From an optimization exercise on the open Yosys and OpenROAD flow, aimed at small area and a short achievable clock period; shortcuts taken in it are not production practice. Only simulation tests tie the RTL to the original design; equivalence was not proved.

<file path="run.sh">
#!/bin/bash
# synth_recipe.tcl (not shown) runs the flow's synth.tcl, then flattens the netlist and writes it again
# the make line also repeats each setting of config.mk as NAME=value (left out here)
make -C /OpenROAD-flow-scripts/flow DESIGN_CONFIG=/design/flow/config.mk WORK_HOME=/design/flow/orfs CLKGATE_MAP_FILE= SYNTH_SCRIPT=/design/flow/synth_recipe.tcl finish
</file>
<file path="config.mk">
export PLATFORM = sky130hd
export DESIGN_NAME = system
export DESIGN_NICKNAME = system
export VERILOG_FILES = /design/flow/design.v
export SDC_FILE = /design/flow/constraint.sdc
export NUM_CORES = 4
export LEC_CHECK = 0
export CAP_MARGIN = 20
export CORE_MARGIN = 2
export CORE_UTILIZATION = 40
export SLEW_MARGIN = 20
</file>
<file path="constraint.sdc">
create_clock -name core_clock -period 48.0 [get_ports {clk}]
set_input_delay 9.6000 -clock core_clock [delete_from_list [all_inputs] [get_ports {clk}]]
set_output_delay 9.6000 -clock core_clock [all_outputs]
set_load 0.01 [all_outputs]
</file>
<file path="design.v">
module keyboard_filter(input key_ready,
                       input make,
                       input ext,
                       input [7:0] key_input,
                       output key_ok,
                       output [4:0] letter);
    wire key_inside_range = (ext == 0) && (key_input >= "A" && key_input <= "Z");
    assign key_ok = key_inside_range && (make == 0) && key_ready;
    assign letter = key_input[4:0] - 5'd1;
endmodule
module machine_controller (input clk,
                           input reset,
                           input key_ok,
                           input [4:0] letter,
                           output reg [4:0] befor,
                           output reg [4:0] after,
                           output reg save_history,
                           output reg [4:0] shift0,
                           output reg [4:0] shift1,
                           output reg [4:0] shift2,
                           output reg [2:0] type0,
                           output reg [2:0] type1,
                           output reg [2:0] type2,
                           input increase_shift_or_type,
                           input increase0,
                           input increase1,
                           input increase2);
    reg [1:0] save_next_counter;
    reg [4:0] x;                  
    wire [4:0] next_x, result;
    rotor rotor(.slot(save_next_counter), .letter(letter), .x(x),
                .shift0(shift0), .shift1(shift1), .shift2(shift2),
                .type0(type0), .type1(type1), .type2(type2),
                .next_x(next_x), .result(result));
    function [4:0] inc26(input [4:0] s);
        inc26 = (s == 5'd25) ? 5'd0 : s + 5'd1;
    endfunction
    function [2:0] inc5(input [2:0] t);
        inc5 = (t == 3'd4) ? 3'd0 : t + 3'd1;
    endfunction
    always @(posedge clk)
        x <= next_x;
    always @(posedge clk) begin
        if (reset) begin
            befor             <= 0;
            after             <= 0;
            shift0            <= 0;
            shift1            <= 0;
            shift2            <= 0;
            type0             <= 0;
            type1             <= 0;
            type2             <= 0;
            save_history      <= 0;
            save_next_counter <= 0;
        end
        else if (save_next_counter == 2'b11) begin
            after             <= result;
            save_next_counter <= 0;
            save_history      <= 1;
            if (shift0 == 25 && shift1 == 25)
                shift2 <= inc26(shift2);
            if (shift0 == 25)
                shift1 <= inc26(shift1);
            shift0 <= inc26(shift0);
        end
        else if (save_next_counter != 2'b00) begin
            save_next_counter <= save_next_counter + 1;
        end
        else begin
            save_history <= 0;
            if (key_ok) begin
                befor             <= letter;
                save_next_counter <= 2'b01;
            end
            else if (increase_shift_or_type == 0) begin
                if (increase0) shift0 <= inc26(shift0);
                if (increase1) shift1 <= inc26(shift1);
                if (increase2) shift2 <= inc26(shift2);
            end
            else begin
                if (increase0) type0 <= inc5(type0);
                if (increase1) type1 <= inc5(type1);
                if (increase2) type2 <= inc5(type2);
            end
        end
    end
endmodule
module rotor_u1 (input dir, input [2:0] rtype, input [4:0] idx, output reg [4:0] dout);
    wire [2:0] t = rtype[2] ? 3'd4 : {1'b0, rtype[1:0]};
    always @(*)
        case ({dir, t, idx})
            9'd0: dout = 5'd4;
            9'd1: dout = 5'd10;
            9'd2: dout = 5'd12;
            9'd3: dout = 5'd5;
            9'd4: dout = 5'd11;
            9'd5: dout = 5'd6;
            9'd6: dout = 5'd3;
            9'd7: dout = 5'd16;
            9'd8: dout = 5'd21;
            9'd9: dout = 5'd25;
            9'd10: dout = 5'd13;
            9'd11: dout = 5'd19;
            9'd12: dout = 5'd14;
            9'd13: dout = 5'd22;
            9'd14: dout = 5'd24;
            9'd15: dout = 5'd7;
            9'd16: dout = 5'd23;
            9'd17: dout = 5'd20;
            9'd18: dout = 5'd18;
            9'd19: dout = 5'd15;
            9'd20: dout = 5'd0;
            9'd21: dout = 5'd8;
            9'd22: dout = 5'd1;
            9'd23: dout = 5'd17;
            9'd24: dout = 5'd2;
            9'd25: dout = 5'd9;
            9'd32: dout = 5'd0;
            9'd33: dout = 5'd9;
            9'd34: dout = 5'd3;
            9'd35: dout = 5'd10;
            9'd36: dout = 5'd18;
            9'd37: dout = 5'd8;
            9'd38: dout = 5'd17;
            9'd39: dout = 5'd20;
            9'd40: dout = 5'd23;
            9'd41: dout = 5'd1;
            9'd42: dout = 5'd11;
            9'd43: dout = 5'd7;
            9'd44: dout = 5'd22;
            9'd45: dout = 5'd19;
            9'd46: dout = 5'd12;
            9'd47: dout = 5'd2;
            9'd48: dout = 5'd16;
            9'd49: dout = 5'd6;
            9'd50: dout = 5'd25;
            9'd51: dout = 5'd13;
            9'd52: dout = 5'd15;
            9'd53: dout = 5'd24;
            9'd54: dout = 5'd5;
            9'd55: dout = 5'd21;
            9'd56: dout = 5'd14;
            9'd57: dout = 5'd4;
            9'd64: dout = 5'd1;
            9'd65: dout = 5'd3;
            9'd66: dout = 5'd5;
            9'd67: dout = 5'd7;
            9'd68: dout = 5'd9;
            9'd69: dout = 5'd11;
            9'd70: dout = 5'd2;
            9'd71: dout = 5'd15;
            9'd72: dout = 5'd17;
            9'd73: dout = 5'd19;
            9'd74: dout = 5'd23;
            9'd75: dout = 5'd21;
            9'd76: dout = 5'd25;
            9'd77: dout = 5'd13;
            9'd78: dout = 5'd24;
            9'd79: dout = 5'd4;
            9'd80: dout = 5'd8;
            9'd81: dout = 5'd22;
            9'd82: dout = 5'd6;
            9'd83: dout = 5'd0;
            9'd84: dout = 5'd10;
            9'd85: dout = 5'd12;
            9'd86: dout = 5'd20;
            9'd87: dout = 5'd18;
            9'd88: dout = 5'd16;
            9'd89: dout = 5'd14;
            9'd96: dout = 5'd4;
            9'd97: dout = 5'd18;
            9'd98: dout = 5'd14;
            9'd99: dout = 5'd21;
            9'd100: dout = 5'd15;
            9'd101: dout = 5'd25;
            9'd102: dout = 5'd9;
            9'd103: dout = 5'd0;
            9'd104: dout = 5'd24;
            9'd105: dout = 5'd16;
            9'd106: dout = 5'd20;
            9'd107: dout = 5'd8;
            9'd108: dout = 5'd17;
            9'd109: dout = 5'd7;
            9'd110: dout = 5'd23;
            9'd111: dout = 5'd11;
            9'd112: dout = 5'd13;
            9'd113: dout = 5'd5;
            9'd114: dout = 5'd19;
            9'd115: dout = 5'd6;
            9'd116: dout = 5'd10;
            9'd117: dout = 5'd3;
            9'd118: dout = 5'd2;
            9'd119: dout = 5'd12;
            9'd120: dout = 5'd22;
            9'd121: dout = 5'd1;
            9'd128: dout = 5'd21;
            9'd129: dout = 5'd25;
            9'd130: dout = 5'd1;
            9'd131: dout = 5'd17;
            9'd132: dout = 5'd6;
            9'd133: dout = 5'd8;
            9'd134: dout = 5'd19;
            9'd135: dout = 5'd24;
            9'd136: dout = 5'd20;
            9'd137: dout = 5'd15;
            9'd138: dout = 5'd18;
            9'd139: dout = 5'd3;
            9'd140: dout = 5'd13;
            9'd141: dout = 5'd7;
            9'd142: dout = 5'd11;
            9'd143: dout = 5'd23;
            9'd144: dout = 5'd0;
            9'd145: dout = 5'd22;
            9'd146: dout = 5'd12;
            9'd147: dout = 5'd9;
            9'd148: dout = 5'd16;
            9'd149: dout = 5'd14;
            9'd150: dout = 5'd5;
            9'd151: dout = 5'd4;
            9'd152: dout = 5'd2;
            9'd153: dout = 5'd10;
            9'd256: dout = 5'd5;
            9'd257: dout = 5'd3;
            9'd258: dout = 5'd1;
            9'd259: dout = 5'd19;
            9'd260: dout = 5'd25;
            9'd261: dout = 5'd22;
            9'd262: dout = 5'd20;
            9'd263: dout = 5'd10;
            9'd264: dout = 5'd4;
            9'd265: dout = 5'd0;
            9'd266: dout = 5'd24;
            9'd267: dout = 5'd21;
            9'd268: dout = 5'd23;
            9'd269: dout = 5'd15;
            9'd270: dout = 5'd13;
            9'd271: dout = 5'd6;
            9'd272: dout = 5'd18;
            9'd273: dout = 5'd2;
            9'd274: dout = 5'd7;
            9'd275: dout = 5'd14;
            9'd276: dout = 5'd8;
            9'd277: dout = 5'd17;
            9'd278: dout = 5'd12;
            9'd279: dout = 5'd9;
            9'd280: dout = 5'd11;
            9'd281: dout = 5'd16;
            9'd288: dout = 5'd25;
            9'd289: dout = 5'd16;
            9'd290: dout = 5'd10;
            9'd291: dout = 5'd23;
            9'd292: dout = 5'd0;
            9'd293: dout = 5'd3;
            9'd294: dout = 5'd8;
            9'd295: dout = 5'd14;
            9'd296: dout = 5'd20;
            9'd297: dout = 5'd24;
            9'd298: dout = 5'd22;
            9'd299: dout = 5'd15;
            9'd300: dout = 5'd11;
            9'd301: dout = 5'd6;
            9'd302: dout = 5'd1;
            9'd303: dout = 5'd5;
            9'd304: dout = 5'd9;
            9'd305: dout = 5'd19;
            9'd306: dout = 5'd21;
            9'd307: dout = 5'd12;
            9'd308: dout = 5'd18;
            9'd309: dout = 5'd2;
            9'd310: dout = 5'd13;
            9'd311: dout = 5'd17;
            9'd312: dout = 5'd4;
            9'd313: dout = 5'd7;
            9'd320: dout = 5'd6;
            9'd321: dout = 5'd25;
            9'd322: dout = 5'd19;
            9'd323: dout = 5'd24;
            9'd324: dout = 5'd10;
            9'd325: dout = 5'd23;
            9'd326: dout = 5'd7;
            9'd327: dout = 5'd22;
            9'd328: dout = 5'd9;
            9'd329: dout = 5'd21;
            9'd330: dout = 5'd5;
            9'd331: dout = 5'd20;
            9'd332: dout = 5'd4;
            9'd333: dout = 5'd12;
            9'd334: dout = 5'd0;
            9'd335: dout = 5'd18;
            9'd336: dout = 5'd1;
            9'd337: dout = 5'd17;
            9'd338: dout = 5'd2;
            9'd339: dout = 5'd16;
            9'd340: dout = 5'd3;
            9'd341: dout = 5'd14;
            9'd342: dout = 5'd8;
            9'd343: dout = 5'd15;
            9'd344: dout = 5'd11;
            9'd345: dout = 5'd13;
            9'd352: dout = 5'd18;
            9'd353: dout = 5'd0;
            9'd354: dout = 5'd3;
            9'd355: dout = 5'd4;
            9'd356: dout = 5'd25;
            9'd357: dout = 5'd8;
            9'd358: dout = 5'd6;
            9'd359: dout = 5'd12;
            9'd360: dout = 5'd14;
            9'd361: dout = 5'd19;
            9'd362: dout = 5'd5;
            9'd363: dout = 5'd10;
            9'd364: dout = 5'd2;
            9'd365: dout = 5'd9;
            9'd366: dout = 5'd23;
            9'd367: dout = 5'd21;
            9'd368: dout = 5'd16;
            9'd369: dout = 5'd13;
            9'd370: dout = 5'd24;
            9'd371: dout = 5'd7;
            9'd372: dout = 5'd15;
            9'd373: dout = 5'd22;
            9'd374: dout = 5'd1;
            9'd375: dout = 5'd11;
            9'd376: dout = 5'd17;
            9'd377: dout = 5'd20;
            9'd384: dout = 5'd9;
            9'd385: dout = 5'd23;
            9'd386: dout = 5'd1;
            9'd387: dout = 5'd14;
            9'd388: dout = 5'd2;
            9'd389: dout = 5'd3;
            9'd390: dout = 5'd21;
            9'd391: dout = 5'd12;
            9'd392: dout = 5'd20;
            9'd393: dout = 5'd6;
            9'd394: dout = 5'd0;
            9'd395: dout = 5'd11;
            9'd396: dout = 5'd7;
            9'd397: dout = 5'd13;
            9'd398: dout = 5'd4;
            9'd399: dout = 5'd16;
            9'd400: dout = 5'd5;
            9'd401: dout = 5'd22;
            9'd402: dout = 5'd15;
            9'd403: dout = 5'd19;
            9'd404: dout = 5'd17;
            9'd405: dout = 5'd25;
            9'd406: dout = 5'd8;
            9'd407: dout = 5'd10;
            9'd408: dout = 5'd18;
            9'd409: dout = 5'd24;
            default: dout = 5'd0;
        endcase
endmodule
module rotor_u2 (input dir, input [2:0] rtype, input [4:0] idx, output reg [4:0] dout);
    wire [2:0] t = rtype[2] ? 3'd4 : {1'b0, rtype[1:0]};
    always @(*)
        case ({dir, t, idx})
            9'd0: dout = 5'd9;
            9'd1: dout = 5'd14;
            9'd2: dout = 5'd16;
            9'd3: dout = 5'd13;
            9'd4: dout = 5'd8;
            9'd5: dout = 5'd17;
            9'd6: dout = 5'd11;
            9'd7: dout = 5'd18;
            9'd8: dout = 5'd23;
            9'd9: dout = 5'd7;
            9'd10: dout = 5'd19;
            9'd11: dout = 5'd12;
            9'd12: dout = 5'd10;
            9'd13: dout = 5'd2;
            9'd14: dout = 5'd4;
            9'd15: dout = 5'd1;
            9'd16: dout = 5'd25;
            9'd17: dout = 5'd21;
            9'd18: dout = 5'd15;
            9'd19: dout = 5'd5;
            9'd20: dout = 5'd3;
            9'd21: dout = 5'd0;
            9'd22: dout = 5'd6;
            9'd23: dout = 5'd24;
            9'd24: dout = 5'd22;
            9'd25: dout = 5'd20;
            9'd32: dout = 5'd18;
            9'd33: dout = 5'd21;
            9'd34: dout = 5'd8;
            9'd35: dout = 5'd12;
            9'd36: dout = 5'd23;
            9'd37: dout = 5'd7;
            9'd38: dout = 5'd13;
            9'd39: dout = 5'd4;
            9'd40: dout = 5'd6;
            9'd41: dout = 5'd16;
            9'd42: dout = 5'd20;
            9'd43: dout = 5'd24;
            9'd44: dout = 5'd19;
            9'd45: dout = 5'd14;
            9'd46: dout = 5'd10;
            9'd47: dout = 5'd3;
            9'd48: dout = 5'd1;
            9'd49: dout = 5'd5;
            9'd50: dout = 5'd11;
            9'd51: dout = 5'd17;
            9'd52: dout = 5'd22;
            9'd53: dout = 5'd25;
            9'd54: dout = 5'd2;
            9'd55: dout = 5'd15;
            9'd56: dout = 5'd9;
            9'd57: dout = 5'd0;
            9'd64: dout = 5'd12;
            9'd65: dout = 5'd14;
            9'd66: dout = 5'd10;
            9'd67: dout = 5'd17;
            9'd68: dout = 5'd11;
            9'd69: dout = 5'd22;
            9'd70: dout = 5'd9;
            9'd71: dout = 5'd23;
            9'd72: dout = 5'd8;
            9'd73: dout = 5'd24;
            9'd74: dout = 5'd7;
            9'd75: dout = 5'd25;
            9'd76: dout = 5'd13;
            9'd77: dout = 5'd21;
            9'd78: dout = 5'd5;
            9'd79: dout = 5'd20;
            9'd80: dout = 5'd4;
            9'd81: dout = 5'd16;
            9'd82: dout = 5'd3;
            9'd83: dout = 5'd18;
            9'd84: dout = 5'd2;
            9'd85: dout = 5'd15;
            9'd86: dout = 5'd1;
            9'd87: dout = 5'd6;
            9'd88: dout = 5'd0;
            9'd89: dout = 5'd19;
            9'd96: dout = 5'd5;
            9'd97: dout = 5'd8;
            9'd98: dout = 5'd14;
            9'd99: dout = 5'd24;
            9'd100: dout = 5'd3;
            9'd101: dout = 5'd10;
            9'd102: dout = 5'd18;
            9'd103: dout = 5'd1;
            9'd104: dout = 5'd12;
            9'd105: dout = 5'd9;
            9'd106: dout = 5'd4;
            9'd107: dout = 5'd2;
            9'd108: dout = 5'd16;
            9'd109: dout = 5'd23;
            9'd110: dout = 5'd15;
            9'd111: dout = 5'd20;
            9'd112: dout = 5'd6;
            9'd113: dout = 5'd11;
            9'd114: dout = 5'd13;
            9'd115: dout = 5'd19;
            9'd116: dout = 5'd17;
            9'd117: dout = 5'd0;
            9'd118: dout = 5'd21;
            9'd119: dout = 5'd22;
            9'd120: dout = 5'd25;
            9'd121: dout = 5'd7;
            9'd128: dout = 5'd1;
            9'd129: dout = 5'd7;
            9'd130: dout = 5'd15;
            9'd131: dout = 5'd17;
            9'd132: dout = 5'd0;
            9'd133: dout = 5'd8;
            9'd134: dout = 5'd6;
            9'd135: dout = 5'd10;
            9'd136: dout = 5'd3;
            9'd137: dout = 5'd20;
            9'd138: dout = 5'd9;
            9'd139: dout = 5'd21;
            9'd140: dout = 5'd12;
            9'd141: dout = 5'd18;
            9'd142: dout = 5'd14;
            9'd143: dout = 5'd25;
            9'd144: dout = 5'd19;
            9'd145: dout = 5'd5;
            9'd146: dout = 5'd13;
            9'd147: dout = 5'd4;
            9'd148: dout = 5'd22;
            9'd149: dout = 5'd23;
            9'd150: dout = 5'd11;
            9'd151: dout = 5'd24;
            9'd152: dout = 5'd2;
            9'd153: dout = 5'd16;
            default: dout = 5'd0;
        endcase
endmodule
module rotor (input [1:0] slot,
              input [4:0] letter,
              input [4:0] x,
              input [4:0] shift0, input [4:0] shift1, input [4:0] shift2,
              input [2:0] type0, input [2:0] type1, input [2:0] type2,
              output [4:0] next_x,
              output [4:0] result);
    function [4:0] add26(input [4:0] a, input [4:0] b);
        reg [5:0] s;
        begin
            s = a + b;
            add26 = (s >= 6'd26) ? s - 6'd26 : s[4:0];
        end
    endfunction
    wire p0 = (slot == 2'd0);
    wire p3 = (slot == 2'd3);
    wire [4:0] a1 = p0 ? letter : x;
    reg  [4:0] d1;
    reg  [2:0] t1;
    always @(*)
        case (slot)
            2'd0: begin d1 = shift0;          t1 = type0; end
            2'd1: begin d1 = shift1;          t1 = type1; end
            2'd2: begin d1 = shift2;          t1 = type2; end
            2'd3: begin d1 = 5'd26 - shift2;  t1 = type1; end
        endcase
    wire [4:0] o1;
    rotor_u1 u1(.dir(p3), .rtype(t1), .idx(add26(a1, d1)), .dout(o1));
    wire [4:0] o2;
    rotor_u2 u2(.dir(1'b0), .rtype(p3 ? type0 : type2), .idx(add26(o1, p3 ? shift1 : 5'd0)), .dout(o2));
    assign next_x = slot[1] ? o2 : o1;
    assign result = add26(o2, 5'd26 - shift0);
endmodule
module history_keeper (input clk,
                       input reset,
                       input save_history,
                       input [4:0] befor,
                       input [4:0] after,
                       output [4:0] waddr,
                       output reg we,
                       output reg [4:0] dout);
    parameter WAIT       = 2'h0;
    parameter SAVE       = 2'h1;
    parameter CLEAR_NEXT = 2'h2;
    parameter CLEAR_ALL  = 2'h3;
    reg [1:0] state, next_state;
    reg [4:0] index, next_index;
    reg [4:0] to_save, next_to_save;
    wire [4:0] index_plus_1 = index + 1;
    assign waddr = index;
    always @(posedge clk)
        if (reset) begin
            state   <= CLEAR_ALL;
            index   <= 0;
            to_save <= 0;
        end
        else begin
            state   <= next_state;
            index   <= next_index;
            to_save <= next_to_save;
        end
    always @(*) begin
        we           = 1'b1;
        dout         = 5'd0;
        next_state   = state;
        next_index   = index;
        next_to_save = 0;
        case (state)
            WAIT: begin
                we = 1'b0;
                if (save_history) begin
                    next_state   = SAVE;
                    next_to_save = befor;
                end
                else
                    next_to_save = to_save;
            end
            SAVE: begin
                dout = to_save + 5'd1;
                if (index[4] == 0) begin
                    next_index   = {1'b1, index[3:0]};
                    next_to_save = after;
                end
                else begin
                    next_state = CLEAR_NEXT;
                    next_index = {1'b0, index_plus_1[3:0]};
                end
            end
            CLEAR_NEXT: begin
                if (index[4] == 0)
                    next_index = {1'b1, index[3:0]};
                else begin
                    next_state = WAIT;
                    next_index = {1'b0, index[3:0]};
                end
            end
            CLEAR_ALL: begin
                if (index == 5'h1f) begin
                    next_state = WAIT;
                    next_index = 5'h0;
                end
                else
                    next_index = index_plus_1;
            end
        endcase
    end
endmodule
module history_ram (input clk,
                    input [4:0] raddr,
                    input [4:0] din,
                    input [4:0] waddr,
                    input we,
                    output [7:0] dout);
    reg [4:0] m [0:31];
    always @(posedge clk)
        if (we)
            m[waddr] <= din;
    wire [4:0] e = m[raddr];
    wire letter = |e;
    assign dout = {1'b0, letter, ~letter, e};
endmodule
module system(input clk,
              input reset,
              input key_ready,
              input make,
              input ext,
              input [7:0] key_input,
              output [4:0] befor,
              output [4:0] after,
              output [4:0] shift0,
              output [4:0] shift1,
              output [4:0] shift2,
              output [2:0] type0,
              output [2:0] type1,
              output [2:0] type2,
              input increase_shift_or_type,
              input increase0,
              input increase1,
              input increase2,
              input [4:0] history_raddr,
              output [7:0] history_dout);
    wire key_ok;
    wire [4:0] letter;
    wire save_history;
    wire [4:0] history_din;
    wire [4:0] history_waddr;
    wire history_we;
    keyboard_filter keyboard_filter(
        .key_ready(key_ready),
        .make(make),
        .ext(ext),
        .key_input(key_input),
        .key_ok(key_ok),
        .letter(letter)
    );
    machine_controller machine_controller(
        .clk(clk),
        .reset(reset),
        .key_ok(key_ok),
        .letter(letter),
        .befor(befor),
        .after(after),
        .save_history(save_history),
        .shift0(shift0),
        .shift1(shift1),
        .shift2(shift2),
        .type0(type0),
        .type1(type1),
        .type2(type2),
        .increase_shift_or_type(increase_shift_or_type),
        .increase0(increase0),
        .increase1(increase1),
        .increase2(increase2)
    );
    history_keeper history_keeper(
        .clk(clk),
        .reset(reset),
        .save_history(save_history),
        .befor(befor),
        .after(after),
        .dout(history_din),
        .waddr(history_waddr),
        .we(history_we)
    );
    history_ram history_ram(
        .clk(clk),
        .raddr(history_raddr),
        .dout(history_dout),
        .waddr(history_waddr),
        .we(history_we),
        .din(history_din)
    );
endmodule
</file>
==> results_dict.tcl, run 1 <==
set metrics [dict create \
    crit_path_max_fanout 40 \
    ys.flop_type "edfxtp_1" \
    grt_pass1_vias 12244 \
    fmax_mhz 44.1 \
    wl_per_cell_um 23.9 \
    rsz0062_at_grt "no" \
    cts-root-buf "clkbuf_16" \
    slew_violations 0 \
    drc 0 \
    fp.dieW_um 196 \
    syn_area_mm2 0.0147 \
    cts_setup_buffers 0 \
    grt_util_all_layers_pct 24.2 \
    area_delta_synth_final_pct 12.4 \
    fin_crit_ns 22.66 \
    ys.warnings.count 6 \
    required_ns 38.40 \
    outcome "complete, no violations" \
    start_util_pct 40.4 \
    diodes 0 \
    worst_slew_margin_rel_pct 26.1 \
    ioPinCount 64 \
    syn-num-nets 1572 \
    worstSetupEndpointType "primary output" \
    via_per_inst 6.54 \
    hold_class "flip-flop to flip-flop" \
    crit_buf_inv 4 \
    grt_overflow 0 \
    crit_type "input pin to primary output" \
    critPathLaunchType "input pin" \
    path_delay_family "multiplexers" \
    synth_top_area_share_pct 32.6 \
    slowest_stage "mux4_2" \
    cpMostUsedCell "mux4_2" \
    cts_tree "built" \
    tightest_slew_ns 1.10 \
    period_share_pct 47.2 \
    hold_viol_final 0 \
    maxCapViolations 0 \
    syn_inst 1477 \
    clock_sinks 214 \
    cts_resized 0 \
    layout.cells.non_filler 1976 \
    yosys.cell_types.count 95 \
    first_iter_violations 1977 \
    drt_pass1_iterations 7 \
    die-height_um 196 \
    async_flop_share_pct 0 \
    fillCellCount 3405 \
    grt_max_degree 41 \
    final-setup-viol-count 0 \
    mostFrequentLayoutCell "edfxtp_1" \
    ys_ff_latch 214 \
    portBuffers 62 \
    rows 70 \
    cts_buffers 23 \
    ys_top_cells_by_area "edfxtp_1 (33%), mux4_2 (7.8%), dfxtp_1 (7.3%), ha_1 (6.0%), nor2_1 (3.9%)" \
    hold_buffers 0 \
    gp_congestion 1.01 \
    setup_tns_ns 0 \
    dieArea_mm2 0.0383 \
    vias 12924 \
    clockBufferDepth 3 \
    fin_skew_ns 0.0228 \
    grt_pass1_wl_um 73100 \
    grt_antenna_before_repair 0 \
    h-tree-depth 1 \
    max_stage_delay_ns 0.60 \
    dp.cells 1934 \
    yosysSeqAreaShare_pct 40.0 \
    drive_gt1_share_pct 11.4 \
    mostFrequentLayoutCells "edfxtp_1 (160), nor2_1 (149), a21oi_1 (107), nand2_1 (94), o21ai_0 (83)" \
    core_area_mm2 0.0364 \
    crit_chain "buf_2 -> buf_4 -> mux4_2 -> mux4_2 -> mux2_2 -> or4_1 -> or2_2 -> inv_1 -> clkdlybuf4s50_1" \
    synth_edf_count 160 \
    syn_area_per_cell_um2 9.96 \
    yosys.area.top_type "edfxtp_1" \
    drtAntennaViolNets 0 \
    fin_nets 1586 \
    hpwlAfterDp_um 32400 \
    finalWirelength_um 47300 \
    clk_latency_ns 0.53 \
    arrival_ns 13.06 \
    clk_pin_slew_worst_paths_ns 0.06 \
]
## per-stage QoR
stage	hold slack (ns)	util (%)	instance area (µm²)	setup slack, ns
4_1_cts	0.508	45.4	16500	25.29
6_report	0.501	45.4	16500	25.34
2_1_floorplan	0.477	-	14700	25.89
5_1_grt	0.515	45.4	16500	25.08
3_5_place_dp	0.498	43.2	15700	25.30
3_3_place_gp	0.492	43.2	15700	25.35
## final timing paths
path / startpoint / endpoint / slack, ns / cells past startpoint
hold reg to reg: machine_controller.befor[4]$_SDFFE_PP0P_ / machine_controller.befor[4]$_SDFFE_PP0P_ / 0.50 / 2
hold / removal: machine_controller.befor[4]$_SDFFE_PP0P_ / machine_controller.befor[4]$_SDFFE_PP0P_ / 0.50 / 2
setup reg to reg: machine_controller.save_next_counter[1]$_SDFFE_PP0P_ / machine_controller.after[3]$_SDFFE_PP0N_ / 34.44 / 44
setup / recovery: history_raddr[0] / history_dout[5] / 25.34 / 9
## worst min-delay path: cells and delay by family, from the launching register on
kind,cells,cell delay [ns]
flops,1,0.34
compound gates,1,0.05
simple gates,1,0.06
## area by class of cell
class	count	area (µm²)	area share, %
clock buffer	33	654	3.95
clock inverter	9	166	1.01
inverter	49	184	1.11
multi-input combinational	1111	8240	49.8
sequential	214	5890	35.6
tap	468	586	3.54
timing repair buffer	92	836	5.05
## synthesized netlist by cell type, types with 23 or more instances
| cell type | n |
|---|---|
| nor3_1 | 40 |
| ha_1 | 70 |
| dfxtp_1 | 54 |
| nand2_1 | 94 |
| clkbuf_1 | 66 |
| a211oi_1 | 26 |
| mux2i_1 | 23 |
| a21oi_1 | 107 |
| mux4_2 | 51 |
| inv_1 | 43 |
| nor2_1 | 154 |
| nand3_1 | 53 |
| o21ai_0 | 83 |
| edfxtp_1 | 160 |
| a31oi_1 | 31 |
## sequential cells by signal, indices dropped and copies added (netlist names)
register,cells
history_keeper.index,5
history_keeper.state,2
history_keeper.to_save,5
history_ram.m,160
machine_controller.after,5
machine_controller.befor,5
machine_controller.save_history,1
machine_controller.save_next_counter,2
machine_controller.shift0,5
machine_controller.shift1,5
machine_controller.shift2,5
machine_controller.type0,3
machine_controller.type1,3
machine_controller.type2,3
machine_controller.x,5
## cell families after synthesis
family,share of synthesized area [%]
DFF,40.0
xor gates and xnor gates,2.50
adders and majority gates,6.36
AOI/OAI and AO/OA,22.7
and+or+nand+nor,14.0
muxes,10.2
other,0.0255
buffers and inverters,4.22
## layer usage
metal	global-route usage [%]	share of wire [%]	up-vias
li1	-	-	5774
met1	32.7	41	6172
met2	38.4	45	808
met3	3.95	8.8	170
met4	10.3	5.2	0
met5	0	0	-
==> run 2: changes to the inputs <==
--- a/design.v
+++ b/design.v
@@ -7,5 +7,6 @@
     wire key_inside_range = (ext == 0) && (key_input >= "A" && key_input <= "Z");
     assign key_ok = key_inside_range && (make == 0) && key_ready;
-    assign letter = key_input[4:0] - 5'd1;
+    wire [4:0] k = key_input[4:0];
+    assign letter = {k[4] ^ ~|k[3:0], k[3] ^ ~|k[2:0], k[2] ^ ~|k[1:0], k[1] ^ ~k[0], ~k[0]};
 endmodule
 module machine_controller (input clk,
@@ -34,8 +35,9 @@
                 .next_x(next_x), .result(result));
     function [4:0] inc26(input [4:0] s);
-        inc26 = (s == 5'd25) ? 5'd0 : s + 5'd1;
+        inc26 = (s[4] & s[3] & s[0]) ? 5'd0 :
+                {s[4] ^ &s[3:0], s[3] ^ &s[2:0], s[2] ^ &s[1:0], s[1] ^ s[0], ~s[0]};
     endfunction
     function [2:0] inc5(input [2:0] t);
-        inc5 = (t == 3'd4) ? 3'd0 : t + 3'd1;
+        inc5 = t[2] ? 3'd0 : {t[1] & t[0], t[1] ^ t[0], ~t[0]};
     endfunction
     always @(posedge clk)
@@ -65,5 +67,5 @@
         end
         else if (save_next_counter != 2'b00) begin
-            save_next_counter <= save_next_counter + 1;
+            save_next_counter <= {save_next_counter[1] ^ save_next_counter[0], ~save_next_counter[0]};
         end
         else begin
@@ -499,7 +501,33 @@
     function [4:0] add26(input [4:0] a, input [4:0] b);
         reg [5:0] s;
+        reg [4:0] m;
+        reg c;
+        integer i;
         begin
-            s = a + b;
-            add26 = (s >= 6'd26) ? s - 6'd26 : s[4:0];
+            c = 1'b0;
+            for (i = 0; i < 5; i = i + 1) begin
+                s[i] = a[i] ^ b[i] ^ c;
+                c = (a[i] & b[i]) | (c & (a[i] ^ b[i]));
+            end
+            s[5] = c;
+            c = 1'b0;
+            for (i = 0; i < 5; i = i + 1) begin
+                m[i] = s[i] ^ (6'b100110 >> i) & 1'b1 ^ c;
+                c = (s[i] & ((6'b100110 >> i) & 1'b1)) | (c & (s[i] ^ ((6'b100110 >> i) & 1'b1)));
+            end
+            add26 = (s[5] | (s[4] & s[3] & (s[2] | s[1]))) ? m : s[4:0];
+        end
+    endfunction
+    function [4:0] neg26(input [4:0] v);
+        reg [4:0] r;
+        reg c;
+        integer i;
+        begin
+            c = 1'b0;
+            for (i = 0; i < 5; i = i + 1) begin
+                r[i] = ~v[i] ^ ((5'd27 >> i) & 1'b1) ^ c;
+                c = (~v[i] & ((5'd27 >> i) & 1'b1)) | (c & (~v[i] ^ ((5'd27 >> i) & 1'b1)));
+            end
+            neg26 = r;
         end
     endfunction
@@ -514,5 +542,5 @@
             2'd1: begin d1 = shift1;          t1 = type1; end
             2'd2: begin d1 = shift2;          t1 = type2; end
-            2'd3: begin d1 = 5'd26 - shift2;  t1 = type1; end
+            2'd3: begin d1 = neg26(shift2);  t1 = type1; end
         endcase
     wire [4:0] o1;
@@ -521,5 +549,5 @@
     rotor_u2 u2(.dir(1'b0), .rtype(p3 ? type0 : type2), .idx(add26(o1, p3 ? shift1 : 5'd0)), .dout(o2));
     assign next_x = slot[1] ? o2 : o1;
-    assign result = add26(o2, 5'd26 - shift0);
+    assign result = add26(o2, neg26(shift0));
 endmodule
 module history_keeper (input clk,
@@ -538,5 +566,5 @@
     reg [4:0] index, next_index;
     reg [4:0] to_save, next_to_save;
-    wire [4:0] index_plus_1 = index + 1;
+    wire [4:0] index_plus_1 = {index[4] ^ &index[3:0], index[3] ^ &index[2:0], index[2] ^ &index[1:0], index[1] ^ index[0], ~index[0]};
     assign waddr = index;
     always @(posedge clk)
@@ -568,5 +596,5 @@
             end
             SAVE: begin
-                dout = to_save + 5'd1;
+                dout = {to_save[4] ^ &to_save[3:0], to_save[3] ^ &to_save[2:0], to_save[2] ^ &to_save[1:0], to_save[1] ^ to_save[0], ~to_save[0]};
                 if (index[4] == 0) begin
                     next_index   = {1'b1, index[3:0]};
--- a/config.mk
+++ b/config.mk
@@ -6,6 +6,9 @@
 export NUM_CORES = 4
 export LEC_CHECK = 0
+export ABC_AREA = 1
 export CAP_MARGIN = 20
 export CORE_MARGIN = 2
 export CORE_UTILIZATION = 40
+export CTS_BUF_LIST = sky130_fd_sc_hd__clkbuf_8
+export CTS_CLUSTER_SIZE = 20
 export SLEW_MARGIN = 20
==> results_dict.tcl, run 2 <==
set metrics [dict create \
    outcome "complete, no violations" \
    ys.flop_type "edfxtp_1" \
    worst_slew_margin_rel_pct 29.4 \
    rows 67 \
    synth_top_cells_by_count "nand2_1 (330), nor2_1 (199), o21ai_0 (186)" \
    grt_max_degree 82 \
    start_util_pct 40.3 \
    crit_type "input pin to primary output" \
    die-height_um 187 \
    r2r_cells 61 \
    fp.dieW_um 187 \
    portBuffers 62 \
    clk_latency_ns 0.55 \
    layout.cells.non_filler 2184 \
    yosys.cell_types.count 50 \
    fin_skew_ns 0.0231 \
    synth_edf_count 160 \
    arrival_ns 12.72 \
    cts_tree "built" \
    grt_pass1_vias 11842 \
    clk_pin_slew_worst_paths_ns 0.06 \
    syn_inst 1665 \
    period_share_pct 46.5 \
    required_ns 38.40 \
    wl_per_cell_um 18.9 \
    via_per_inst 5.61 \
    diodes 0 \
    ys.warnings.count 6 \
    hold_viol_final 0 \
    async_flop_share_pct 0 \
    syn_area_mm2 0.0135 \
    fin_crit_ns 22.32 \
    fin_nets 1808 \
    cts_setup_buffers 0 \
    yosysSeqAreaShare_pct 43.7 \
    mostFrequentLayoutCells "nand2_1 (330), nor2_1 (194), o21ai_0 (186), nand3_1 (176), edfxtp_1 (160)" \
    hold_buffers 0 \
    first_iter_violations 1480 \
    grt_util_all_layers_pct 23.1 \
    reg2reg_from "machine_controller.save_next_counter[1]$_SDFFE_PP0P_" \
    dp.cells 2116 \
    drive_gt1_share_pct 6.11 \
    yosys.area.top_type "edfxtp_1" \
    clockBufferDepth 3 \
    setup_tns_ns 0 \
    grt_antenna_before_repair 0 \
    yosysMostFrequentCell "nand2_1" \
    ys_top_cells_by_area "edfxtp_1 (36%), nand2_1 (9.2%), dfxtp_1 (8.0%), o21ai_0 (6.9%), nand3_1 (6.5%)" \
    syn-num-nets 1766 \
    area_delta_synth_final_pct 12.4 \
    vias 12259 \
    regMostFlops "history_ram.m" \
    syn_area_per_cell_um2 8.08 \
    drc 0 \
    mostFrequentLayoutCell "nand2_1" \
    fmax_mhz 44.8 \
    gp_congestion 0.969 \
    synth_top_area_share_pct 35.7 \
    r2r-end "machine_controller.after[4]$_SDFFE_PP0N_" \
    worstSetupEndpointType "primary output" \
    finalWirelength_um 41200 \
    rsz0062_at_grt "no" \
    whs_ns 0.496 \
    hold_class "flip-flop to flip-flop" \
    holdCritStartpoint "machine_controller.after[0]$_SDFFE_PP0N_" \
    core_area_mm2 0.0334 \
    endpoint "history_dout[6]" \
    dieArea_mm2 0.0351 \
    maxCapViolations 0 \
    cts_buffers 37 \
    final-setup-viol-count 0 \
    h-tree-depth 2 \
    drt_pass1_iterations 6 \
    largest_reg_flops 160 \
    reg2reg_slack_ns 35.66 \
    critPathLaunchType "input pin" \
    clock_sinks 214 \
    slew_violations 0 \
    tightest_slew_ns 1.06 \
    ys_ff_latch 214 \
    hpwlAfterDp_um 28500 \
    startpoint "history_raddr[1]" \
    drtAntennaViolNets 0 \
    cts_resized 0 \
    grt_pass1_wl_um 64800 \
    ioPinCount 64 \
    cts-root-buf "clkbuf_8" \
    postLayoutCoreUtil_pct 45.3 \
    crit_path_max_fanout 41 \
    grt_overflow 0 \
]
==> run 2: changes by cell type in the layout (fill, tap and decap cells not counted), moves of 21 or more <==
cell and delta:
a21oi_1 -40, clkbuf_16 -23, clkbuf_8 +37, inv_1 +111, mux2i_1 -21, mux4_2 -51
nand2_1 +236, nand3_1 +123, nor2_1 +45, nor3_1 -33, o21ai_0 +103, o221ai_1 +30
==> run 2: worst min-delay path by stage <==
stage                     depth (start not counted)                                  endpoint
after global routing                              2  machine_controller.after[0]$_SDFFE_PP0N_
after floorplan                                   1      history_keeper.index[0]$_SDFFE_PP0P_
after detailed placement                          2  machine_controller.befor[0]$_SDFFE_PP0P_
final                                             2  machine_controller.after[0]$_SDFFE_PP0N_
after CTS                                         2  machine_controller.befor[0]$_SDFFE_PP0P_
after global placement                            2  machine_controller.befor[0]$_SDFFE_PP0P_
==> run 2: metrics by stage <==
stage	instance area, µm²	setup slack, ns
after floorplan	13500	27.28
after global placement	14400	25.73
after detailed placement	14400	25.69
after CTS	15100	25.68
after global routing	15100	25.46
final	15100	25.68
==> run 2: layer usage <==
layer / vias up / part of all wire (%) / track usage [%]
li1: 5853 / - / -
met1: 5690 / 42 / 30.0
met2: 605 / 47 / 38.6
met3: 111 / 8.2 / 3.94
met4: 0 / 3.6 / 8.96
met5: - / 0 / 0
==> run 2: worst max-delay path: stages <==
cell             delay, ns
clkdlybuf4s50_1       0.39
buf_4                 0.25
inv_1                 0.75
o21ai_0               0.23
o22ai_1               0.19
nor2_1                0.06
o31ai_1               0.29
nand2_1               0.08
o21a_1                0.14
nand2_1               0.06
nor2_1                0.04
nand2_1               0.07
clkdlybuf4s50_1       0.54
==> run 2: logic make-up (layout without fill, tap and decap cells) <==
group | count (synthesis) | in the layout | synth area share, %
buffers and inverters | 229 | 300 | 7.20
other | 1 | 1 | 0.0279
DFF | 214 | 214 | 43.7
adders and majority gates | 79 | 79 | 8.01
and+or+nand+nor | 740 | 740 | 23.1
AOI/OAI and AO/OA | 388 | 388 | 16.9
xor gates and xnor gates | 14 | 14 | 0.967
==> run 2: area by class of cell <==
cell class	count	area, µm²
clock inverter	27	149
clock buffer	41	564
fill	3357	18200
sequential	214	5890
timing repair buffer	82	766
inverter	150	566
multi-input combinational	1222	6640
tap	448	561
==> run 3: changes to the inputs <==
==> flow/run.sh (new file) <==
#!/bin/bash
# Layout flow: the standard ORFS flow (standard.sh) with
#  - a stronger, area-oriented ABC script in synthesis (flow/abc_area.script,
#    used through a copy of the ORFS scripts folder; nothing else changes),
#  - plain buffers (buf_2) as the port buffers,
#  - CTS with clkbuf_8 and no dummy loads,
#  - repair_timing asked for a larger setup margin, so that it also speeds up
#    the combinational history read path (history_raddr -> history_dout).
# Each tool's output goes to the ORFS logs under orfs/logs; make's to flow_run.log.
set -euo pipefail
W=$PWD
rm -rf "$W/scripts_own"
cp -r "$FLOW_HOME/scripts" "$W/scripts_own"
cp "$W/flow/abc_area.script" "$W/scripts_own/abc_area.script"
export BUFFER_PORTS_ARGS="-buffer_cell sky130_fd_sc_hd__buf_2"
export CTS_ARGS="-sink_clustering_enable -repair_clock_nets -buf_list sky130_fd_sc_hd__clkbuf_8 -dont_use_dummy_load -sink_clustering_size 18 -sink_clustering_max_diameter 60"
export SETUP_SLACK_MARGIN=26.5
bash standard.sh SCRIPTS_DIR="$W/scripts_own" ABC_AREA=1 finish > "$W/flow_run.log" 2>&1
==> flow/abc_area.script (new file) <==
strash
&get -n
&deepsyn -T 120
&put
dch
amap
topo
stime -c
buffer -c
upsize -c
dnsize -c
==> standard.sh (new file) <==
#!/bin/bash
# synth_recipe.tcl (not shown) runs the flow's synth.tcl, then flattens the netlist and writes it again
# the make line also repeats each setting of config.mk as NAME=value (left out here)
make -C /OpenROAD-flow-scripts/flow DESIGN_CONFIG=/design/flow/config.mk WORK_HOME=/design/flow/orfs CLKGATE_MAP_FILE= SYNTH_SCRIPT=/design/flow/synth_recipe.tcl "${@:-finish}"
--- a/config.mk
+++ b/config.mk
@@ -6,9 +6,6 @@
 export NUM_CORES = 4
 export LEC_CHECK = 0
-export ABC_AREA = 1
 export CAP_MARGIN = 20
 export CORE_MARGIN = 2
 export CORE_UTILIZATION = 40
-export CTS_BUF_LIST = sky130_fd_sc_hd__clkbuf_8
-export CTS_CLUSTER_SIZE = 20
 export SLEW_MARGIN = 20
removed: run.sh
==> results_dict.tcl, run 3 <==
set metrics [dict create \
    final-setup-viol-count 0 \
    regMostFlops "history_ram.m" \
    clock_sinks 214 \
    yosysSeqAreaShare_pct 47.1 \
    layout.cells.non_filler 1801 \
    fmax_mhz 46.9 \
    drtAntennaViolNets 0 \
    slew_violations 0 \
    arrival_ns 11.71 \
    first_iter_violations 1153 \
    crit_type "input pin to primary output" \
    largest_reg_flops 160 \
    h-tree-depth 1 \
    clockBufferDepth 3 \
    synth_top_family_by_area "compound AO/OA/AOI/OAI gates" \
    synth-xor-area-share_pct 0 \
    drt_pass1_iterations 7 \
    yosysMostFrequentCell "nor2_1" \
    rsz0062_at_grt "yes" \
    r2r_cells 52 \
    ioPinCount 64 \
    synthAdderAreaFrac_pct 8.63 \
    ys_top_cells_by_area "edfxtp_1 (38%), dfxtp_1 (8.6%), nor2_1 (7.3%), ha_1 (6.7%), inv_1 (3.9%)" \
    async_flop_share_pct 0 \
    vias 11155 \
    worst_slew_margin_rel_pct 31.4 \
    cts_tree "built" \
    ys_ff_latch 214 \
    synthSimpleGateAreaFrac_pct 17.0 \
    grt_pass1_wl_um 65900 \
    setup_tns_ns 0 \
    tightest_slew_ns 1.02 \
    portBuffers 62 \
    required_ns 38.40 \
    syn_inst 1320 \
    grt_overflow 0 \
    period_share_pct 44.4 \
    mostFrequentLayoutCells "nor2_1 (234), edfxtp_1 (160), inv_1 (125), nand2_1 (79), ha_1 (66)" \
    synth_top_area_share_pct 38.4 \
    maxCapViolations 0 \
    die-height_um 181 \
    synth_top_cells_by_count "nor2_1 (243), edfxtp_1 (160), inv_1 (130)" \
    grt_antenna_before_repair 0 \
    outcome "complete, no violations" \
    fin_crit_ns 21.31 \
    grt_max_degree 33 \
    ys.flop_type "edfxtp_1" \
    fin_nets 1508 \
    grt_util_all_layers_pct 26.1 \
    synth_mux_area_share_pct 0 \
    drc 0 \
    cts-root-buf "clkbuf_8" \
    via_per_inst 6.19 \
    crit_path_max_fanout 23 \
    hold_buffers 0 \
    core_area_mm2 0.0307 \
    hold_class "flip-flop to flip-flop" \
    worstHoldPathCells 1 \
    worstSetupEndpointType "primary output" \
    clk_latency_ns 0.58 \
    critPathLaunchType "input pin" \
    rows 64 \
    synth_edf_count 160 \
    gp_congestion 1.03 \
    hold_viol_final 0 \
    grt_pass1_vias 10660 \
    fin_skew_ns 0.118 \
    yosys.area.top_type "edfxtp_1" \
    yosys.cell_types.count 77 \
    dieArea_mm2 0.0327 \
    start_util_pct 40.8 \
    wl_per_cell_um 24.1 \
    cts_buffers 23 \
    syn-num-nets 1421 \
    hpwlAfterDp_um 31900 \
    fp.dieW_um 181 \
    drive_gt1_share_pct 13.9 \
    dp.cells 1757 \
    synth_compound_area_share_pct 21.0 \
    diodes 0 \
    syn_area_per_cell_um2 9.47 \
    syn_area_mm2 0.0125 \
    clk_pin_slew_worst_paths_ns 0.03 \
    ys.warnings.count 6 \
    mostFrequentLayoutCell "nor2_1" \
    finalWirelength_um 43400 \
    area_delta_synth_final_pct 10.8 \
]
-- run 3: cell type report --
type / instances / area, µm²
fillers: 2938 / 16800
multi-input cells: 919 / 5920
flip-flops and latches: 214 / 5890
repair buffers: 99 / 621
inverters: 150 / 606
well taps: 396 / 495
clock buffers: 23 / 317
-- run 3: timing repair --
action                                  4_1_cts  5_1_grt
buffers inserted                              5       16
pin swaps                                     0        3
gates resized for setup                       3       20
endpoints found under the setup margin        2        6
-- run 3: kinds of logic after synthesis --
kind of cell,after synthesis
and+or+nand+nor,471
AOI/OAI and AO/OA,368
DFF,214
buffers and inverters,187
adders and majority gates,79
other,1
-- run 3: worst paths after layout --
path / end / slack (ns) / from
worst max-delay path: history_dout[5] / 26.69 / history_raddr[1]
worst min register to register: history_keeper.to_save[1]$_SDFFE_PP0N_ / 0.50 / history_keeper.to_save[1]$_SDFFE_PP0N_
worst min-delay path: history_keeper.to_save[1]$_SDFFE_PP0N_ / 0.50 / history_keeper.to_save[1]$_SDFFE_PP0N_
worst max register to register: machine_controller.after[4]$_SDFFE_PP0N_ / 34.89 / machine_controller.save_next_counter[1]$_SDFFE_PP0P_
-- run 3: through the flow --
| stage | hold slack, ns | area [µm²] | utilization [%] | setup WS (ns) |
|---|---|---|---|---|
| after floorplan | 0.456 | 12500 | - | 26.96 |
| after global placement | 0.481 | 13300 | 43.2 | 26.16 |
| after detailed placement | 0.489 | 13300 | 43.2 | 26.20 |
| after CTS | 0.510 | 13600 | 44.5 | 26.58 |
| after global routing | 0.525 | 13800 | 45.2 | 26.45 |
| final | 0.502 | 13800 | 45.2 | 26.69 |
-- run 3: worst max-delay path: stages --
cell	delay [ns]
buf_2	0.12
inv_1	0.09
nor2_2	0.04
buf_4	0.23
a22o_1	0.24
a221oi_1	0.46
o31ai_1	0.19
nor4_1	0.19
a31oi_1	0.13
nor3_1	0.17
nand2_1	0.08
inv_1	0.05
buf_2	0.11
-- run 3: metal layers --
metal  up-vias  part of all wire, %  track usage [%]
met2       563                   48             44.5
li1       5044                    -                -
met4         0                  4.7             10.7
met1      5391                   40             33.1
met3       157                  6.7             3.75
met5         -                    0                0
==> run 4: changes to the inputs <==
--- a/flow/run.sh
+++ b/flow/run.sh
@@ -14,5 +14,5 @@
 cp "$W/flow/abc_area.script" "$W/scripts_own/abc_area.script"
 export BUFFER_PORTS_ARGS="-buffer_cell sky130_fd_sc_hd__buf_2"
-export CTS_ARGS="-sink_clustering_enable -repair_clock_nets -buf_list sky130_fd_sc_hd__clkbuf_8 -dont_use_dummy_load -sink_clustering_size 18 -sink_clustering_max_diameter 60"
+export CTS_ARGS="-sink_clustering_enable -repair_clock_nets -buf_list sky130_fd_sc_hd__clkbuf_16 -dont_use_dummy_load -sink_clustering_size 30 -sink_clustering_max_diameter 80"
 export SETUP_SLACK_MARGIN=26.5
 bash standard.sh SCRIPTS_DIR="$W/scripts_own" ABC_AREA=1 finish > "$W/flow_run.log" 2>&1
==> results_dict.tcl, run 4 <==
set metrics [dict create \
    portBuffers 62 \
    grt_pass1_wl_um 65500 \
    clock_sinks 214 \
    async_flop_share_pct 0 \
    regMostFlops "history_ram.m" \
    synth_compound_area_share_pct 21.0 \
    diodes 0 \
    area_delta_synth_final_pct 11.2 \
    start_util_pct 40.8 \
    ys.warnings.count 6 \
    place_area_mm2 0.0133 \
    via_per_inst 6.13 \
    rows 64 \
    core_area_mm2 0.0307 \
    synth_edf_count 160 \
    syn_area_mm2 0.0125 \
    drtAntennaViolNets 0 \
    ioPinCount 64 \
    dp.cells 1757 \
    yosys.area.top_type "edfxtp_1" \
    crit_type "input pin to primary output" \
    drc 0 \
    wl_per_cell_um 24.1 \
    syn_area_per_cell_um2 9.47 \
    critPathLaunchType "input pin" \
    grt_util_all_layers_pct 25.9 \
    drt_pass1_iterations 6 \
    vias 10983 \
    layout.cells.non_filler 1793 \
    cts-root-buf "clkbuf_16" \
    synth-xor-area-share_pct 0 \
    worst_slack_ns 26.70 \
    synthSimpleGateAreaFrac_pct 17.0 \
    clk_pin_slew_worst_paths_ns 0.08 \
    hold_class "flip-flop to flip-flop" \
    cts_buffers 14 \
    yosysMostFrequentCell "nor2_1" \
    syn-num-nets 1421 \
    synthAdderAreaFrac_pct 8.63 \
    ys.flop_type "edfxtp_1" \
    grt_overflow 0 \
    h-tree-depth 1 \
    hpwlAfterDp_um 31900 \
    largest_reg_flops 160 \
    fin_nets 1500 \
    dp_slack_ns 26.20 \
    worst_slew_margin_rel_pct 31.7 \
    clk_latency_ns 0.50 \
    die-height_um 181 \
    synth_top_area_share_pct 38.4 \
    dieArea_mm2 0.0327 \
    final_cell_area_mm2 0.0139 \
    clockBufferDepth 3 \
    final-setup-viol-count 0 \
    cts_tree "built" \
    grt_pass1_vias 10563 \
    rsz0062_at_grt "yes" \
    maxCapViolations 0 \
    fmax_mhz 46.9 \
    ys_ff_latch 214 \
    tightest_slew_ns 1.02 \
    slew_violations 0 \
    first_iter_violations 1196 \
    crit_path_max_fanout 23 \
    hold_buffers 0 \
    arrival_ns 11.70 \
    syn_inst 1320 \
    yosys.cell_types.count 77 \
    grt_max_degree 33 \
    hold_viol_final 0 \
    period_share_pct 44.4 \
    synth_mux_area_share_pct 0 \
    grt_antenna_before_repair 0 \
    synth_top_cells_by_count "nor2_1 (243), edfxtp_1 (160), inv_1 (130)" \
    fin_skew_ns 0.0548 \
    yosysSeqAreaShare_pct 47.1 \
    required_ns 38.40 \
    mostFrequentLayoutCells "nor2_1 (234), edfxtp_1 (160), inv_1 (125), nand2_1 (79), ha_1 (66)" \
    setup_tns_ns 0 \
    ys_top_cells_by_area "edfxtp_1 (38%), dfxtp_1 (8.6%), nor2_1 (7.3%), ha_1 (6.7%), inv_1 (3.9%)" \
    outcome "complete, no violations" \
    drive_gt1_share_pct 13.5 \
    worstSetupEndpointType "primary output" \
    fp.dieW_um 181 \
    finalWirelength_um 43200 \
    synth_top_family_by_area "compound AO/OA/AOI/OAI gates" \
    mostFrequentLayoutCell "nor2_1" \
    fin_crit_ns 21.30 \
    gp_congestion 1.03 \
]
==> run 4: cell counts after synthesis <==
Identical to the previous run, type by type.
==> run 4: repair_timing <==
action                                 in CTS  in global routing
resized for setup                           3                 21
endpoints found under the hold margin       0                  0
setup endpoints to repair                   2                  6
setup buffers                               5                 17
pin swaps                                   0                  3
==> run 4: worst max-delay path, cell delays in order <==
cell      delay (ns)
buf_2           0.12
inv_1           0.09
nor2_2          0.04
buf_4           0.23
a22o_1          0.23
a221oi_1        0.47
o31ai_1         0.18
nor4_1          0.19
a31oi_1         0.12
nor3_1          0.17
nand2_1         0.08
inv_1           0.05
buf_2           0.11
==> run 4: cell families (layout without fill, tap and decap cells) <==
kind of cell,count (synthesis),in the layout
simple gates,471,471
compound gates,368,368
flops,214,214
buf+inv,187,264
fa+ha+maj,79,79
other cells,1,1
==> run 4: stage by stage <==
stage	util (%)	hold WS (ns)
3_3_place_gp	43.2	0.481
5_1_grt	45.3	0.516
4_1_cts	44.6	0.508
2_1_floorplan	-	0.456
6_report	45.3	0.502
3_5_place_dp	43.2	0.489
==> run 4: path summary, 6_finish.rpt <==
kind	end	cells after the start	from	slack, ns
max	history_dout[5]	13	history_raddr[1]	26.70
min	history_keeper.to_save[1]$_SDFFE_PP0N_	1	history_keeper.to_save[1]$_SDFFE_PP0N_	0.50
max reg2reg	machine_controller.after[4]$_SDFFE_PP0N_	54	machine_controller.save_next_counter[1]$_SDFFE_PP0P_	35.05
min reg2reg	history_keeper.to_save[1]$_SDFFE_PP0N_	1	history_keeper.to_save[1]$_SDFFE_PP0N_	0.50
==> run 4: cell type report <==
type | instances | area [µm²]
flip-flops and latches | 214 | 5890
well taps | 396 | 495
multi-input cells | 919 | 5930
inverters | 150 | 606
repair buffers | 100 | 628
clock buffers | 14 | 350
fillers | 2933 | 16800
==> run 4: metal layers <==
metal	global-route usage, %	wire [µm]	vias to the layer above
li1	-	-	5026
met1	32.9	17500	5281
met2	44.5	20900	551
met3	3.47	2830	125
met4	10.3	1990	0
met5	0	0	-
==> run 5: changes to the inputs <==
--- a/flow/run.sh
+++ b/flow/run.sh
@@ -14,5 +14,5 @@
 cp "$W/flow/abc_area.script" "$W/scripts_own/abc_area.script"
 export BUFFER_PORTS_ARGS="-buffer_cell sky130_fd_sc_hd__buf_2"
-export CTS_ARGS="-sink_clustering_enable -repair_clock_nets -buf_list sky130_fd_sc_hd__clkbuf_16 -dont_use_dummy_load -sink_clustering_size 30 -sink_clustering_max_diameter 80"
-export SETUP_SLACK_MARGIN=26.5
+export CTS_ARGS="-sink_clustering_enable -repair_clock_nets -buf_list sky130_fd_sc_hd__clkbuf_8 -dont_use_dummy_load"
+export SETUP_SLACK_MARGIN=27
 bash standard.sh SCRIPTS_DIR="$W/scripts_own" ABC_AREA=1 finish > "$W/flow_run.log" 2>&1
==> results_dict.tcl, run 5 <==
set metrics [dict create \
    outcome "complete, no violations" \
    yosys.area.top_type "edfxtp_1" \
    fillCellCount 2939 \
    largest_reg_flops 160 \
    hpwlAfterDp_um 30800 \
    die-height_um 181 \
    ioPinCount 64 \
    async_flop_share_pct 0 \
    arrival_ns 11.48 \
    hold_class "flip-flop to flip-flop" \
    synth_edf_count 160 \
    syn_area_per_cell_um2 9.47 \
    drive_gt1_share_pct 18.6 \
    synth_top_family_by_area "compound AO/OA/AOI/OAI gates" \
    cts_buffers 36 \
    area_delta_synth_final_pct 17.2 \
    syn_area_mm2 0.0125 \
    grt_util_all_layers_pct 26.6 \
    reg2reg_slack_ns 35.26 \
    synth_top_cells_by_count "nor2_1 (243), edfxtp_1 (160), inv_1 (130)" \
    slew_violations 0 \
    vias 11497 \
    grt_overflow 0 \
    drt_pass1_iterations 7 \
    r2r-end "machine_controller.after[4]$_SDFFE_PP0N_" \
    tightest_slew_ns 0.831 \
    worstSetupEndpointType "primary output" \
    ys_ff_latch 214 \
    min_to "history_keeper.to_save[1]$_SDFFE_PP0N_" \
    crit_type "input pin to primary output" \
    yosys.cell_types.count 77 \
    gp_congestion 1.06 \
    clk_pin_slew_worst_paths_ns 0.05 \
    fmax_mhz 47.4 \
    portBuffers 62 \
    grt_pass1_wl_um 67700 \
    syn-num-nets 1421 \
    ys.flop_type "edfxtp_1" \
    h-tree-depth 2 \
    required_ns 38.40 \
    synth_compound_area_share_pct 21.0 \
    grt_antenna_before_repair 0 \
    final_cell_area_mm2 0.0146 \
    ys.warnings.count 6 \
    final-setup-viol-count 0 \
    worstHoldPathCells 1 \
    start_util_pct 40.8 \
    clk_latency_ns 0.53 \
    clockBufferDepth 3 \
    dieArea_mm2 0.0327 \
    via_per_inst 6.26 \
    fin_skew_ns 0.0318 \
    mostFrequentLayoutCells "nor2_1 (224), edfxtp_1 (160), inv_1 (120), nand2_1 (77), ha_1 (64)" \
    synthSimpleGateAreaFrac_pct 17.0 \
    synth_mux_area_share_pct 0 \
    crit_path_max_fanout 4 \
    worst_slew_margin_rel_pct 44.6 \
    yosysMostFrequentCell "nor2_1" \
    fin_crit_ns 21.08 \
    synthAdderAreaFrac_pct 8.63 \
    reg2reg_from "machine_controller.save_next_counter[1]$_SDFFE_PP0P_" \
    clock_sinks 214 \
    critPathLaunchType "input pin" \
    drc 0 \
    syn_inst 1320 \
    period_share_pct 43.9 \
    synth_top_area_share_pct 38.4 \
    rsz0062_at_grt "yes" \
    ys_top_cells_by_area "edfxtp_1 (38%), dfxtp_1 (8.6%), nor2_1 (7.3%), ha_1 (6.7%), inv_1 (3.9%)" \
    grt_pass1_vias 11048 \
    diodes 0 \
    mostFrequentLayoutCell "nor2_1" \
    core_area_mm2 0.0307 \
    cts-root-buf "clkbuf_8" \
    drtAntennaViolNets 0 \
    maxCapViolations 0 \
    grt_max_degree 33 \
    hold_viol_final 0 \
    regMostFlops "history_ram.m" \
    finalWirelength_um 44600 \
    holdCritStartpoint "history_keeper.to_save[1]$_SDFFE_PP0N_" \
    first_iter_violations 1259 \
    setup_tns_ns 0 \
    yosysSeqAreaShare_pct 47.1 \
    cts_tree "built" \
    wl_per_cell_um 24.2 \
    r2r_cells 58 \
    place_area_mm2 0.0133 \
    hold_buffers 0 \
    fp.dieW_um 181 \
    synth-xor-area-share_pct 0 \
    rows 64 \
    fin_nets 1545 \
]
==> run 5: cell counts after synthesis <==
No cell type changed its count.
==> run 5: layout make-up <==
| cell class | instances | area (µm²) | area share, % |
|---|---|---|---|
| clock buffer | 36 | 495 | 3.38 |
| inverter | 150 | 634 | 4.33 |
| multi-input combinational | 919 | 6140 | 41.9 |
| sequential | 214 | 5890 | 40.2 |
| tap | 396 | 495 | 3.38 |
| timing repair buffer | 123 | 998 | 6.82 |
==> run 5: through the flow <==
stage          setup slack [ns]  utilization [%]  instances  hold slack (ns)
2_1_floorplan             27.11                -       1320            0.456
5_1_grt                   26.79             47.8       1838            0.512
4_1_cts                   27.00             46.7       1823            0.496
3_3_place_gp              26.19             43.3       1758            0.475
6_report                  26.92             47.8       1838            0.497
3_5_place_dp              26.23             43.3       1758            0.484
==> run 5: how the worst max path moves through the flow <==
stage                      from                                       end  slack, ns  cells past startpoint
3_5_place_dp   history_raddr[1]                           history_dout[5]      26.23                     13
5_1_grt        history_raddr[0]                           history_dout[5]      26.79                     14
4_1_cts        history_raddr[0]                           history_dout[5]      27.00                     12
2_1_floorplan  history_raddr[0]                           history_dout[6]      27.11                     10
6_report       history_raddr[0]                           history_dout[5]      26.92                     14
3_3_place_gp       key_input[0]  machine_controller.after[4]$_SDFFE_PP0N_      26.19                     55
==> run 5: worst max-delay path: stages <==
cell      delay [ns]
buf_12          0.12
clkinv_8        0.05
nor2_4          0.04
buf_12          0.13
buf_8           0.12
a22o_4          0.22
a221oi_4        0.26
nor2_2          0.10
nor4_4          0.38
nor4_4          0.09
nor3_2          0.11
nand2_1         0.08
inv_1           0.05
buf_2           0.11
==> run 5: kinds of logic (layout without fill, tap and decap cells) <==
kind of cell | count (synthesis) | count (layout)
AOI/OAI and AO/OA | 368 | 368
other | 1 | 1
DFF | 214 | 214
adders and majority gates | 79 | 79
and+or+nand+nor | 471 | 471
buffers and inverters | 187 | 309
==> run 5: timing repair <==
item,CTS,global route
resized for setup,59,53
buffers inserted,25,15
pin swaps,14,16
setup endpoints to repair,7,6
cloned,4,0
==> run 5: routing by layer <==
| layer | track usage (%) | routed length (µm) | vias to the layer above |
|---|---|---|---|
| met5 | 0 | 0 | - |
| met4 | 12.6 | 2380 | 0 |
| met3 | 3.83 | 3360 | 195 |
| met2 | 45.9 | 21700 | 706 |
| met1 | 32.8 | 17100 | 5485 |
| li1 | - | - | 5111 |

[static timing again, ports no longer ideal]
Ports are ideal in the flow. The routed layouts listed here were re-timed in OpenROAD.
Step 1 sets driving cells, clkbuf_16 on the clock port and buf_2 on the other inputs (assumed; they add their load-dependent delay and slew).
Step 2 also shifts input and output timing later by t, the mid clock arrival at the registers, as if the neighbouring blocks saw the same clock.
Three values: ideal, step 1, step 2; two values: the first two.
run	t, ns	setup slack, ns	hold WS [ns]	clock arrival spread, ns	worst slew at a driven data input, ns
run 1	0.566	25.337 / 25.316 / 25.316	0.501 / 0.501 / 0.501	0.024 / 0.024	0.04
run 2	0.583	25.679 / 25.654 / 25.654	0.496 / 0.496 / 0.496	0.024 / 0.023	0.06
run 3	0.572	26.686 / 26.666 / 26.436	0.502 / 0.502 / 0.502	0.119 / 0.118	0.04
run 4	0.514	26.697 / 26.676 / 26.534	0.502 / 0.502 / 0.502	0.055 / 0.055	0.04
run 5	0.551	26.916 / 26.854 / 26.746	0.497 / 0.497 / 0.497	0.054 / 0.054	0.08
After both steps every run listed still meets setup and hold. For run 3, which loses most, drivers alone change the setup slack by -0.020 ns; drivers and shift together by -0.250 ns.
